This design comes from an exercise in tuning for small area, a short achievable clock period and few clock cycles per item on the open sky130 flow, not from production work.
In this exercise RTL edits were held to simulation tests only and were not proved equivalent to the original.
Power is estimated from default activity; no workload was simulated.

==> inputs of v37 <==
Design barnsley, start of the top module:
module barnsley #(
    parameter FP_WIDTH = 25,
    parameter FP_INT = 5
    ) (
    input  wire clk,
    input  wire reset,
    output wire [19:0] iter_max,
    input  wire iter_change,
    output reg  done,
    output wire complete,
    output reg  signed [FP_WIDTH-1:0] xn,
    output reg  signed [FP_WIDTH-1:0] yn
    );
Settings: LEC_CHECK=0, CAP_MARGIN=50, CORE_MARGIN=2, CORE_UTILIZATION=40, SLEW_MARGIN=75, SYNTH_HIERARCHICAL=1; clock period 15.0 ns.
run.sh (not shown) runs the stock make flow with config.mk's settings and CLKGATE_MAP_FILE= SYNTH_SCRIPT=/design/flow/synth_recipe.tcl, a recipe that flattens the netlist after the stock synthesis.
==> v39: changes against v37 <==
CAP_MARGIN = 20   (was 50)
SLEW_MARGIN = 20   (was 75)
==> impl_results.md <==
- Met1 Use GR: 33.0%
- CP Max Fanout: 63
- Design Power: 0.872 mW
- Bufs w/o clock: 145
- Gr usage total: 25.8%
- Vias in the first global route: 32600
- P_sw: 0.272 mW
- Max VDD drop: 0.113 mV
- Status: timing/DRC/antenna clean
- Pleak: 17.2 nW
# the run above: v39

==> impl_results.md <==
- Seq/total area: 7.36%
- Initial antenna violation count: 1
- Bufs w/o clock: 183
- WL met2: 62.6 mm
- Gr usage total: 25.8%
- Vias in the first global route: 32600
- Area grow syn2layout: 6.99%
- Hold Buf Count CTS: 0
- Pleak: 17.7 nW
- Met1 Use GR: 33.2%
- P_sw: 0.277 mW
- Status: timing/DRC/antenna clean
- CP Max Fanout: 47
# the run above: v37

Testbench counts of v37, summed over its fixed seeds: cycles 80,000, points 80,000.
Testbench counts of v39, summed over its fixed seeds: cycles 80,000, points 80,000.

==> 12-22 <==
barnsley, a different RTL version from the one above (not shown whole).
Settings: LEC_CHECK=0, CAP_MARGIN=50, CORE_MARGIN=2, CORE_UTILIZATION=60, SLEW_MARGIN=75, SYNTH_HIERARCHICAL=1; clock period 15.0 ns.
==> inputs of 03-03, as changes to 12-22 <==
--- a/flow/config.mk
+++ b/flow/config.mk
@@ -9,3 +9,4 @@
 export CORE_MARGIN = 2
-export CORE_UTILIZATION = 60
+export CORE_UTILIZATION = 40
+export PLACE_DENSITY = 0.85
 export SLEW_MARGIN = 75
==> inputs of 08-07, as changes to 12-22 <==
--- a/flow/config.mk
+++ b/flow/config.mk
@@ -9,3 +9,3 @@
 export CORE_MARGIN = 2
-export CORE_UTILIZATION = 60
+export CORE_UTILIZATION = 40
 export SLEW_MARGIN = 75
==> qor.txt <==
status -> timing/DRC/antenna clean
fraction of area in multi-input gates -> 79.4%
cells on worst reg2reg path -> 22
TAP cells -> 782
CP max FO -> 22
Seq pwr share -> 40.1%
f_max -> 132 MHz
Levels on crit path -> 22
final period utilization -> 50.6%
Final clock-cell share -> 1.46%
Critical path buffers and inverters -> 4
wl on met1 -> 48600 um
vias -> 31900
highest-delay cell along the critical path -> fa_1
-- figures above: 12-22

==> qor.txt <==
Critical path buffers and inverters -> 3
Levels on crit path -> 22
f_max -> 135 MHz
Final clock-cell share -> 1.51%
final period utilization -> 49.4%
status -> timing/DRC/antenna clean
highest-delay cell along the critical path -> dfstp_4
cells on worst reg2reg path -> 22
-- figures above: 08-07

==> qor.txt <==
Seq pwr share -> 40.8%
antenna cells -> 6
Levels on crit path -> 21
vias -> 31500
final period utilization -> 49.8%
wl on met1 -> 47700 um
status -> timing/DRC/antenna clean
TAP cells -> 1186
highest-delay cell along the critical path -> dfstp_2
cells on worst reg2reg path -> 21
f_max -> 134 MHz
-- figures above: 03-03

Testbench counts of 12-22, summed over its fixed seeds: cycles 80,000, points 80,000.
Testbench counts of 03-03, summed over its fixed seeds: cycles 80,000, points 80,000.
Testbench counts of 08-07, summed over its fixed seeds: cycles 80,000, points 80,000.

==> inputs of xenon <==
Another version of the RTL of barnsley (not shown whole).
Design barnsley, start of the top module:
module barnsley #(
    parameter FP_WIDTH = 25,
    parameter FP_INT = 5
    ) (
    input  wire clk,
    input  wire reset,
    output wire [19:0] iter_max,
    input  wire iter_change,
    output reg  done,
    output wire complete,
    output wire signed [FP_WIDTH-1:0] xn,
    output reg  signed [FP_WIDTH-1:0] yn
    );
export LEC_CHECK = 0
export CAP_MARGIN = 20
export CORE_MARGIN = 2
export CORE_UTILIZATION = 40
export SLEW_MARGIN = 20
export SYNTH_HIERARCHICAL = 1
create_clock -name core_clock -period 15.0 [get_ports {clk}]
standard.sh (not shown) runs the stock make flow with config.mk's settings and CLKGATE_MAP_FILE= SYNTH_SCRIPT=/design/flow/synth_recipe.tcl, a recipe that flattens the netlist after the stock synthesis.
==> flow/flow/run.sh <==
#!/bin/bash
set -e
cp standard.sh standard.sh.txt
export SETUP_SLACK_MARGIN=9
bash standard.sh > standard.log 2>&1
==> nickel: changes against xenon <==
==> flow/run.sh (new file) <==
#!/bin/bash
# synth_recipe.tcl (not shown) runs the flow's synth.tcl, then flattens the netlist and writes it again
# the make line also repeats each setting of config.mk as NAME=value (left out here)
make -C /OpenROAD-flow-scripts/flow DESIGN_CONFIG=/design/flow/config.mk WORK_HOME=/design/flow/orfs CLKGATE_MAP_FILE= SYNTH_SCRIPT=/design/flow/synth_recipe.tcl finish
Settings changed: CAP_MARGIN 20 to 50, SLEW_MARGIN 20 to 75.
removed: flow/flow/run.sh
removed: flow/standard.sh
==> maple: changes against xenon <==
==> flow/run.sh (new file) <==
#!/bin/bash
# synth_recipe.tcl (not shown) runs the flow's synth.tcl, then flattens the netlist and writes it again
# the make line also repeats each setting of config.mk as NAME=value (left out here)
make -C /OpenROAD-flow-scripts/flow DESIGN_CONFIG=/design/flow/config.mk WORK_HOME=/design/flow/orfs CLKGATE_MAP_FILE= SYNTH_SCRIPT=/design/flow/synth_recipe.tcl finish
Settings changed: CAP_MARGIN 20 to 35, SLEW_MARGIN 20 to 60.
removed: flow/flow/run.sh
removed: flow/standard.sh
==> run summary <==
- Of xenon and maple, xenon has the higher combinational power (gap about 8%, measured against maple).
- In xenon the clock power is smaller than in maple, by about 5%.
- maple finished with timing, DRC and antenna clean. xenon passed the timing, DRC and antenna checks. nickel produced a clean layout.
- Synthesized cell count is the same in maple and nickel.
- Between maple and nickel, the lower sequential share of layout area is in nickel (gap 0.067 points).
- Fmax, lowest first: maple, nickel, xenon.
- In flip-flop and latch count, nickel and maple do not differ.
- Die area is the same in nickel and xenon.
Testbench counts of xenon, summed over its fixed seeds: cycles 80,000, points 80,000.
Testbench counts of nickel, summed over its fixed seeds: cycles 80,000, points 80,000.
Testbench counts of maple, summed over its fixed seeds: cycles 80,000, points 80,000.

==> inputs of yarrow <==
barnsley again, from the RTL that the note above started with.
## barnsley
module barnsley #(
    parameter FP_WIDTH = 25,
    parameter FP_INT = 5
    ) (
    input  wire clk,
    input  wire reset,
    output wire [19:0] iter_max,
    input  wire iter_change,
    output reg  done,
    output wire complete,
    output wire signed [FP_WIDTH-1:0] xn,
    output reg  signed [FP_WIDTH-1:0] yn
    );
==> flow/config.mk <==
export PLATFORM = sky130hd
export DESIGN_NAME = barnsley
export DESIGN_NICKNAME = barnsley
export VERILOG_FILES = /design/flow/design.v
export SDC_FILE = /design/flow/constraint.sdc
export NUM_CORES = 4
export LEC_CHECK = 0
export CAP_MARGIN = 35
export CORE_MARGIN = 2
export CORE_UTILIZATION = 40
export SLEW_MARGIN = 50
export SYNTH_HIERARCHICAL = 1
==> flow/constraint.sdc <==
create_clock -name core_clock -period 15.0 [get_ports {clk}]
set_input_delay 3.0000 -clock core_clock [delete_from_list [all_inputs] [get_ports {clk}]]
set_output_delay 3.0000 -clock core_clock [all_outputs]
set_load 0.01 [all_outputs]
==> flow/flow/run.sh <==
#!/bin/bash
set -e
cp standard.sh standard.sh.txt
export SETUP_SLACK_MARGIN=9
bash standard.sh > standard.log 2>&1
==> onyx: changes against yarrow <==
==> flow/flow/run.sh (replaced) <==
#!/bin/bash
set -e
cp standard.sh standard.sh.txt
export SETUP_SLACK_MARGIN=8
bash standard.sh > standard.log 2>&1
CAP_MARGIN = 50   (was 35)
SLEW_MARGIN = 75   (was 50)
==> amber: changes against yarrow <==
==> flow/flow/run.sh (replaced) <==
#!/bin/bash
set -e
cp standard.sh standard.sh.txt
export SETUP_SLACK_MARGIN=10
bash standard.sh > standard.log 2>&1
CAP_MARGIN = 50   (was 35)
SLEW_MARGIN = 75   (was 50)
==> comparison table <==
	onyx	yarrow	amber
Dpl cell area	0.03956 mm²	0.03878 mm²	0.04025 mm²
Int Pwr	0.0006565 W	0.0006873 W	0.0007166 W
Area overhead of the layout relative to synthesis	10.19%	15.36%	21.37%
Met1 Use GR	36.53%	37.62%	37.69%
Required time at the worst-slack endpoint	15.40 ns	15.39 ns	15.38 ns
Number of antenna violations at the first check in global routing	3	7	7
Sequential cell area share	8.223%	7.890%	7.535%
Met3 wire length	15,330 µm	18,060 µm	16,940 µm
Inst Count DP	4,861	4,813	4,861
Number of nets in the layout	4,801	4,901	4,986
Post-layout util	44.55%	46.64%	49.07%
Combined flip-flop and latch cell area	0.003363 mm²	0.003378 mm²	0.003395 mm²
Non-clock inverters	277	278	277
Global-route wire length before repair	202,100 µm	214,000 µm	213,000 µm
Worst-case setup slack after placement	7.945 ns	7.909 ns	8.175 ns
Most frequent cell on the critical path	sky130_fd_sc_hd__fa_1	sky130_fd_sc_hd__fa_1	sky130_fd_sc_hd__fa_2
Pwr dens	23.09 mW/mm²	23.06 mW/mm²	22.35 mW/mm²
R2r setup slk	8.11 ns	8.60 ns	8.67 ns
CP Buf/Inv Count	2	3	5
Net switching fraction of the power	30.47%	30.38%	28.83%
Logic depth of the worst setup path including buffers	20	21	24
Result of the run	timing/DRC/antenna clean	timing/DRC/antenna clean	timing/DRC/antenna clean
Testbench counts of yarrow, summed over its fixed seeds: cycles 80,000, points 80,000.
Testbench counts of onyx, summed over its fixed seeds: cycles 80,000, points 80,000.
Testbench counts of amber, summed over its fixed seeds: cycles 80,000, points 80,000.

==> run R: inputs <==
Another version of the RTL of barnsley (not shown whole).
export LEC_CHECK = 0
export CAP_MARGIN = 20
export CORE_MARGIN = 2
export CORE_UTILIZATION = 40
export SLEW_MARGIN = 20
export SYNTH_HIERARCHICAL = 1
create_clock -name core_clock -period 15.0 [get_ports {clk}]
==> flow/flow/run.sh <==
#!/bin/bash
set -e
cp standard.sh standard.sh.txt
export SETUP_SLACK_MARGIN=9
bash standard.sh > standard.log 2>&1
==> run B (differences from run R) <==
==> flow/flow/run.sh (replaced) <==
#!/bin/bash
set -e
cp standard.sh standard.sh.txt
export SETUP_SLACK_MARGIN=10
bash standard.sh > standard.log 2>&1
CAP_MARGIN = 50   (was 20)
SLEW_MARGIN = 75   (was 20)
==> run C (differences from run R) <==
==> flow/flow/run.sh (replaced) <==
#!/bin/bash
set -e
cp standard.sh standard.sh.txt
export SETUP_SLACK_MARGIN=8.5
bash standard.sh > standard.log 2>&1
==> reports/results.md <==
* **post-route met1 wirelength** 47.01 mm
* **clock insertion delay at the later pin of the skew report** 490 ps
* **cell with the biggest individual delay on the critical path** sky130_fd_sc_hd__dfrtp_4
* **Min Hold Slack** 546.1 ps
* **fraction of met2 tracks used by global routing** 45.08%
* **layout cell share with drive strength beyond 1** 22.79%
* **via count of the first global-routing pass** 30200
* **multi-input gate share of total cell area** 77.54%
* **initial detailed-routing violation count** 3239
* **end point of the critical path** yn[24]
* **post-route non-filler standard cell count** 4731
* **first-pass iteration count of the detailed router** 8
* **commonest non-fill, non-tap cells in the layout** sky130_fd_sc_hd__fa_1 (738), sky130_fd_sc_hd__nand2_1 (365), sky130_fd_sc_hd__ha_1 (264), sky130_fd_sc_hd__inv_1 (216), sky130_fd_sc_hd__buf_4 (147)
* **outcome** timing/DRC/antenna clean
* **cell area after layout** 41360 sq um
* **highest net fanout along the worst path** 12
# the run above: run B

==> reports/results.md <==
* **Min Hold Slack** 551.1 ps
* **post-route met1 wirelength** 46.87 mm
* **end point of the critical path** yn[18]
* **highest net fanout along the worst path** 12
* **outcome** timing/DRC/antenna clean
* **clock insertion delay at the later pin of the skew report** 500 ps
* **cell with the biggest individual delay on the critical path** sky130_fd_sc_hd__fa_1
* **first-pass iteration count of the detailed router** 8
* **via count of the first global-routing pass** 28460
* **layout cell share with drive strength beyond 1** 9.648%
# the run above: run C

==> reports/results.md <==
* **post-route met1 wirelength** 47.34 mm
* **Initial Utilization** 40.25%
* **cell area after layout** 38980 sq um
* **routed len/inst** 27.16 microns
* **compound-cell area share of the yosys netlist** 10.24%
* **via count of the first global-routing pass** 29260
* **commonest non-fill, non-tap cells in the layout** sky130_fd_sc_hd__fa_1 (792), sky130_fd_sc_hd__nand2_1 (381), sky130_fd_sc_hd__ha_1 (283), sky130_fd_sc_hd__inv_1 (238), sky130_fd_sc_hd__nor2_1 (125)
* **synth unique cells** 79
* **end point of the critical path** yn[18]
* **outcome** timing/DRC/antenna clean
* **layout cell share with drive strength beyond 1** 14.54%
* **simple-gate area share of the yosys netlist** 14.75%
* **first-pass iteration count of the detailed router** 9
* **Comb power frac** 13.3%
* **initial detailed-routing violation count** 2675
* **post-route non-filler standard cell count** 4573
* **worst reg-to-reg path cell count** 20
* **clock insertion delay at the later pin of the skew report** 480 ps
* **xor-xnor portion of the synthesized cell area** 2.236%
# the run above: run R

Testbench counts of run R, summed over its fixed seeds: cycles 80,000, points 80,000.
Testbench counts of run B, summed over its fixed seeds: cycles 80,000, points 80,000.
Testbench counts of run C, summed over its fixed seeds: cycles 80,000, points 80,000.

-- afterwards: timing with drivers on the ports --
Ports are ideal in the flow. The routed layouts listed here were re-timed in OpenROAD. Step 1 assumes that a clkbuf_16 drives the clock port and a buf_2 every other input. Step 2 times the ports against the registers' clock, not the clock port: input delays grow and output delays shrink by t, the midpoint of the rising clock arrivals with the driver on. a / b / c = no drivers / after step 1 / after step 2; a / b = the first two.
| run | t, ns | slack for setup (ns) | worst setup path after step 2 | worst slew at a driven data input, ns | pins driven straight from the clock port |
|---|---|---|---|---|---|
| v37 | 0.548 | 7.525 / 7.525 / 7.525 | register to register | 0.03 | 1 |
| v39 | 0.564 | 6.965 / 6.965 / 6.965 | register to register | 0.03 | 1 |
| 12-22 | 0.510 | 7.411 / 7.411 / 7.411 | register to register | 0.03 | 1 |
| 03-03 | 0.526 | 7.524 / 7.524 / 7.524 | register to register | 0.03 | 1 |
| 08-07 | 0.544 | 7.593 / 7.593 / 7.593 | register to register | 0.03 | 1 |
| xenon | 0.583 | 8.530 / 8.530 / 8.530 | register to register | 0.04 | 1 |
| nickel | 0.558 | 7.811 / 7.811 / 7.811 | register to register | 0.03 | 1 |
| maple | 0.559 | 7.465 / 7.465 / 7.465 | register to register | 0.03 | 1 |
| yarrow | 0.587 | 8.604 / 8.604 / 8.604 | register to register | 0.04 | 1 |
| onyx | 0.556 | 8.114 / 8.114 / 8.114 | register to register | 0.03 | 1 |
| amber | 0.581 | 8.672 / 8.672 / 8.672 | register to register | 0.04 | 1 |
| run R | 0.536 | 8.854 / 8.854 / 8.666 | input to register | 0.03 | 1 |
| run B | 0.543 | 8.855 / 8.855 / 8.855 | register to register | 0.04 | 1 |
| run C | 0.542 | 8.522 / 8.522 / 8.522 | register to register | 0.03 | 1 |
After both steps setup and hold are still met in every run listed. The setup slack of run R, which loses most, moves by 0.000 ns with the drivers and by -0.188 ns with both steps.
